This design comes from an exercise in tuning for small area on the open sky130 flow, not from production work. Function was checked by simulation only, so behaviour that the tests miss may differ from the original.

## flow/design.v (module list and top-level ports; edited modules follow where they fit)
// module fft: 1630 lines
// module fft_rca: 12 lines
// module fft_rcah: 16 lines
// module fft_fa: 6 lines
module fft(clk,rst,fir_data,fir_valid,fft_data,fft_valid,freq,fft_fin);
  // ...
==> flow/run.sh <==
#!/bin/bash
# synth_recipe.tcl (not shown) runs the flow's synth.tcl, then flattens the netlist and writes it again
# the make line also repeats each setting of config.mk as NAME=value (left out here)
make -C /OpenROAD-flow-scripts/flow DESIGN_CONFIG=/design/flow/config.mk WORK_HOME=/design/flow/orfs CLKGATE_MAP_FILE= SYNTH_SCRIPT=/design/flow/synth_recipe.tcl finish
==> flow/config.mk <==
export PLATFORM = sky130hd
export DESIGN_NAME = fft
export DESIGN_NICKNAME = fft
export VERILOG_FILES = /design/flow/design.v
export SDC_FILE = /design/flow/constraint.sdc
export NUM_CORES = 4
export LEC_CHECK = 0
export CAP_MARGIN = 0
export CORE_MARGIN = 2
export CORE_UTILIZATION = 65
export CTS_BUF_LIST = sky130_fd_sc_hd__clkbuf_8
export CTS_CLUSTER_DIAMETER = 50
export CTS_CLUSTER_SIZE = 16
export PLACE_DENSITY = 0.75
export SLEW_MARGIN = 0
export SYNTH_HIERARCHICAL = 1
export SYNTH_MINIMUM_KEEP_SIZE = 0
==> flow/constraint.sdc <==
create_clock -name core_clock -period 12.0 [get_ports {clk}]
set_input_delay 2.4000 -clock core_clock [delete_from_list [all_inputs] [get_ports {clk}]]
set_output_delay 2.4000 -clock core_clock [all_outputs]
set_load 0.01 [all_outputs]
==> flow_summary.yaml, run 1 <==
final_layout:
  seqCellArea_um2: 11800
  layout_commonest_cell: "sky130_fd_sc_hd__dfxtp_1"
  layout-drive-gt1-share_pct: 11.0
  design_area_um2: 36100
  nMultiInputCombCells: 1960
  clkCellAreaFrac_pct: 3.12
  multi_input_area_um2: 20300
floorplanning:
  effective_utilization_at_floorplan_pct: 65.5
  ioPinCount: 57
  die_height_um: 231
global_route:
  globalRoute.totalOverflow: 0
  grt_pass1_vias: 22200
  grt_antenna_before_repair: 1
critical_path:
  crit_path_start_kind: "flop"
  cell_depth_of_the_worst_setup_path: 25
  critical_path_max_stage_delay_ps: 550
  ff2ff_setup_slack_ps: 470
routing:
  detail_route.drc_violations: 0
  detailroute.wirelength.met3_um: 3120
  top_signal_layer_used: "met4"
  route.layer.met1.wl_um: 30600
yosys:
  synth_adder_area_share_pct: 35.1
  synth_most_common_cell: "sky130_fd_sc_hd__dfxtp_1"
  post_synth_num_cell_types: 59
  ys_top_cells_by_area: "sky130_fd_sc_hd__dfxtp_1 (35%), sky130_fd_sc_hd__fa_1 (32%), sky130_fd_sc_hd__mux2_2 (4.4%)"
clock_network:
  post_cts_resized: 16
  tritoncts: "done"
  cts_root_buf: "sky130_fd_sc_hd__clkbuf_8"
  max_root_sink_buffers: 3
  post_cts_hold_buffer_count: 0
outcome:
  run_status: "no timing/DRC/antenna violations"
timing:
  setup_violations: 0
==> run 2: changes to the inputs <==
--- a/flow/config.mk
+++ b/flow/config.mk
@@ -7,3 +7,3 @@
 export LEC_CHECK = 0
-export CAP_MARGIN = 0
+export CAP_MARGIN = 20
 export CORE_MARGIN = 2
@@ -14,3 +14,3 @@
 export PLACE_DENSITY = 0.75
-export SLEW_MARGIN = 0
+export SLEW_MARGIN = 20
 export SYNTH_HIERARCHICAL = 1
==> flow_summary.yaml, run 2 <==
clock_network:
  clk_pin_slew_worst_paths_ps: 100
  cts.sinks: 588
  post_cts_hold_buffer_count: 0
  cts_root_buf: "sky130_fd_sc_hd__clkbuf_8"
  cts-htree-levels: 2
  max_root_sink_buffers: 3
  clk-insertion-delay-late_ps: 690
  numCtsBuffers: 54
  tritoncts: "done"
yosys:
  synth_top_family_by_area: "adder cells"
  ys_top_cells_by_area: "sky130_fd_sc_hd__dfxtp_1 (35%), sky130_fd_sc_hd__fa_1 (32%), sky130_fd_sc_hd__mux2_2 (4.4%)"
  synth_simple_gate_area_share_pct: 7.78
  postSynthRegisterBits: 588
  synthFlopType: "sky130_fd_sc_hd__dfxtp_1"
  top_cell_type_s_share_of_synthesized_area_pct: 35.1
  number_of_enable_type_register_cells_in_the_synthesized_netlist: 0
  xor_and_xnor_area_share_after_synthesis_pct: 2.30
  complex_gate_fraction_of_the_synthesized_area_pct: 7.02
  asyncSetResetFlopFracSynth_pct: 0
  synth_adder_area_share_pct: 35.1
  synth_warnings: 12
  synth_most_common_cell: "sky130_fd_sc_hd__dfxtp_1"
  post_synth_top_cells: "sky130_fd_sc_hd__dfxtp_1 (588), sky130_fd_sc_hd__fa_1 (537), sky130_fd_sc_hd__inv_1 (279), sky130_fd_sc_hd__nor2_1 (213), sky130_fd_sc_hd__nand2_1 (204)"
  netlist_instances: 2940
  postSynthAreaPerCell_um2: 11.4
  synthesis.area_um2: 33500
  post_synthesis_sequential_area_ratio_pct: 35.1
  post_synth_num_cell_types: 59
  post_synth_mux_area_share_pct: 7.94
  synth_area_leader: "sky130_fd_sc_hd__dfxtp_1"
final_layout:
  layout_cells_excl_fill: 3700
  syn2layout_area_growth_pct: 7.85
  antenna_cells_inserted: 0
  layout_commonest_cell: "sky130_fd_sc_hd__dfxtp_1"
  layout-drive-gt1-share_pct: 11.1
  layout.core_utilization_pct: 70.7
  largest_reg_flops: 128
  max_flop_register: "f1"
  num-nets-final: 3620
  leading_cell_types_in_the_layout_fill_and_taps_excluded: "sky130_fd_sc_hd__dfxtp_1 (583), sky130_fd_sc_hd__fa_1 (518), sky130_fd_sc_hd__inv_1 (265), sky130_fd_sc_hd__nor2_1 (208), sky130_fd_sc_hd__nand2_1 (204)"
  largestRegisters: "f1: 128 flops, f2i: 96 flops, f2r: 96 flops"
placement:
  io_buffer_count: 56
  dp_worst_setup_slack_ps: 212
  post-place-cells: 3606
  routabilityCongestion: 0.923
  place_hpwl_um: 59300
critical_path:
  critPathArrivalTime_ps: 9340
  path_class: "reg2out"
  critical_path_max_stage_delay_ps: 560
  ff2ff_setup_slack_ps: 510
  most_numerous_cell_on_the_critical_path: "sky130_fd_sc_hd__fa_1"
  crit_path_start_kind: "flop"
  crit_family: "adder cells"
  worstPathMaxFanout: 6
  critical_path.n_buffers_inverters: 3
  worst_r2r_path_depth: 33
  r2r_start: "qb[1]"
  worst_path_max_delay_cell: "sky130_fd_sc_hd__fa_2"
  setup.worst_path.end_class: "output port"
  r2r_end: "vrr[23]"
  worstPathRequired_ps: 9600
hold_path:
  hold-path-cell-count: 0
  min_to: "f3r[1][5]"
  min-delay-path-class: "reg2reg"
  hold_path.startpoint: "f3r[0][5]"
timing:
  drv_slew: 0
  final.period_utilization_pct: 97.8
  setup_violations: 0
  fin_worst_skew_ps: 58.1
  worst_slack_ps: 259
  finalHoldViolCount: 0
  unrepaired_setup_endpoints_after_global_routing: "yes"
  setup_tns_final_ps: 0
  slew_headroom_pct: 28.2
  post_layout_minimum_cycle_time_ps: 11740
  maxClockFrequency_mhz: 85.2
  transition_time_at_the_pin_with_the_least_slew_margin_ps: 1070
routing:
  detailroute.via_count: 20600
  route.detailed.vias_per_inst: 5.55
  detail_route.drc_violations: 0
  drt-initial-drc-count: 1565
  detail_route.wl_per_cell_um: 20.1
  wirelength_um: 74300
  drt-pass1-iter-count: 5
  drtAntennaViolNets: 0
global_route:
  grt_pass1_vias: 22200
  grt_antenna_before_repair: 0
  grt_util_all_layers_pct: 29.3
  globalRoute.totalOverflow: 0
  grt_start_max_net_pins: 88
  grt_first_pass_wirelength_um: 121000
floorplanning:
  ioPinCount: 57
  num_rows: 83
  core_region_area_um2: 51100
  die_width_um: 231
  die_height_um: 231
  design.die.area_um2: 53400
  effective_utilization_at_floorplan_pct: 65.5
outcome:
  run_status: "no timing/DRC/antenna violations"
flow_run:
  number_of_max_cap_violations: 0
[run 2: cell counts after synthesis]
Identical to the previous run, type by type.
[run 2: repair_timing]
action | in CTS | in global routing
gates resized for setup | 16 | 34
endpoints found under the setup margin | 3 | 4
setup buffers | 0 | 6
pin swaps | 0 | 3
endpoints found under the hold margin | 0 | 0
[run 2: worst register-to-register path, delay by kind of cell (launching register included)]
family | cells | cell delay (ps)
AOI/OAI and AO/OA | 4 | 390
adders and majority gates | 25 | 9910
buffers and inverters | 1 | 120
and+or+nand+nor | 2 | 210
DFF | 1 | 490
muxes | 1 | 260
[run 2: worst max path at each step]
stage,startpoint,endpoint,slack (ps),cells past startpoint
2_1_floorplan,qb[1],vrr[23],390,35
3_3_place_gp,cnt[1],fft_data[15],490,26
3_5_place_dp,cnt[1],fft_data[15],210,26
4_1_cts,cnt[1],fft_data[15],0.4,26
5_1_grt,cnt[0],fft_data[15],-20,26
6_report,cnt[1],fft_data[15],260,25
[run 2: per-stage QoR]
| stage | instance area (um^2) | hold slack (ps) |
|---|---|---|
| 6_report | 36100 | 308 |
| 3_5_place_dp | 34800 | 312 |
| 5_1_grt | 36100 | 301 |
| 4_1_cts | 36000 | 295 |
| 2_1_floorplan | 33600 | 310 |
| 3_3_place_gp | 34800 | 310 |
[run 2: final cells by class]
class                           count  area (um^2)
Timing Repair Buffer              104          931
Tap cell                          680          851
Clock buffer                       61          840
Inverter                          280         1060
Sequential cell                   588        11800
Clock inverter                     27          283
Fill cell                        3790        15000
Multi-Input combinational cell   1960        20400
[run 2: logic make-up (layout without fill, tap and decap cells)]
family | count (synthesis) | count (layout)
DFF | 588 | 588
and+or+nand+nor | 583 | 583
xor gates and xnor gates | 87 | 87
buffers and inverters | 415 | 472
adders and majority gates | 617 | 617
muxes | 249 | 249
AOI/OAI and AO/OA | 399 | 399
other | 2 | 25
[run 2: Yosys stat by module (local to each module, per instance), excerpt]
| module | times used | flops+latches | area [um^2] |
|---|---|---|---|
| fft | 1 | 588 | 22600 |
| fft_fa | 537 | 0 | 20.0 |
[run 2: routing by layer]
metal	track usage [%]	wire length (um)	up-vias
met5	0	0	-
met4	10.7	2830	0
met3	3.53	3120	167
met2	50.8	37800	588
met1	38.1	30600	10300
li1	-	-	9478

re-timing with driven ports:
How much do the figures lean on ideal ports? The routed layouts below were timed once more, with nothing changed but the port constraints.
Step 1 (the two cells are an assumption about what drives the block):
set clk [get_ports {clk}]
set_driving_cell -lib_cell sky130_fd_sc_hd__clkbuf_16 $clk
set_driving_cell -lib_cell sky130_fd_sc_hd__buf_2 [delete_from_list [all_inputs] $clk]
Step 2 moves the port delays by t, midway between the first and last clock arrival at a register: inputs arrive t later, outputs are due t later. That takes back most of the time a late clock gives input paths.
a / b / c = ideal / step 1 / step 2; a / b = the first two.
run | t (ns) | setup WS [ns] | hold WS [ns] | clock arrival spread, ns | pins driven straight from the clock port
run 1 | 0.715 | 0.277 / 0.220 / 0.466 | 0.315 / 0.315 / 0.315 | 0.036 / 0.036 | 1
run 2 | 0.717 | 0.259 / 0.200 / 0.511 | 0.308 / 0.308 / 0.308 | 0.059 / 0.058 | 1
After both steps setup and hold are still met in every run listed.
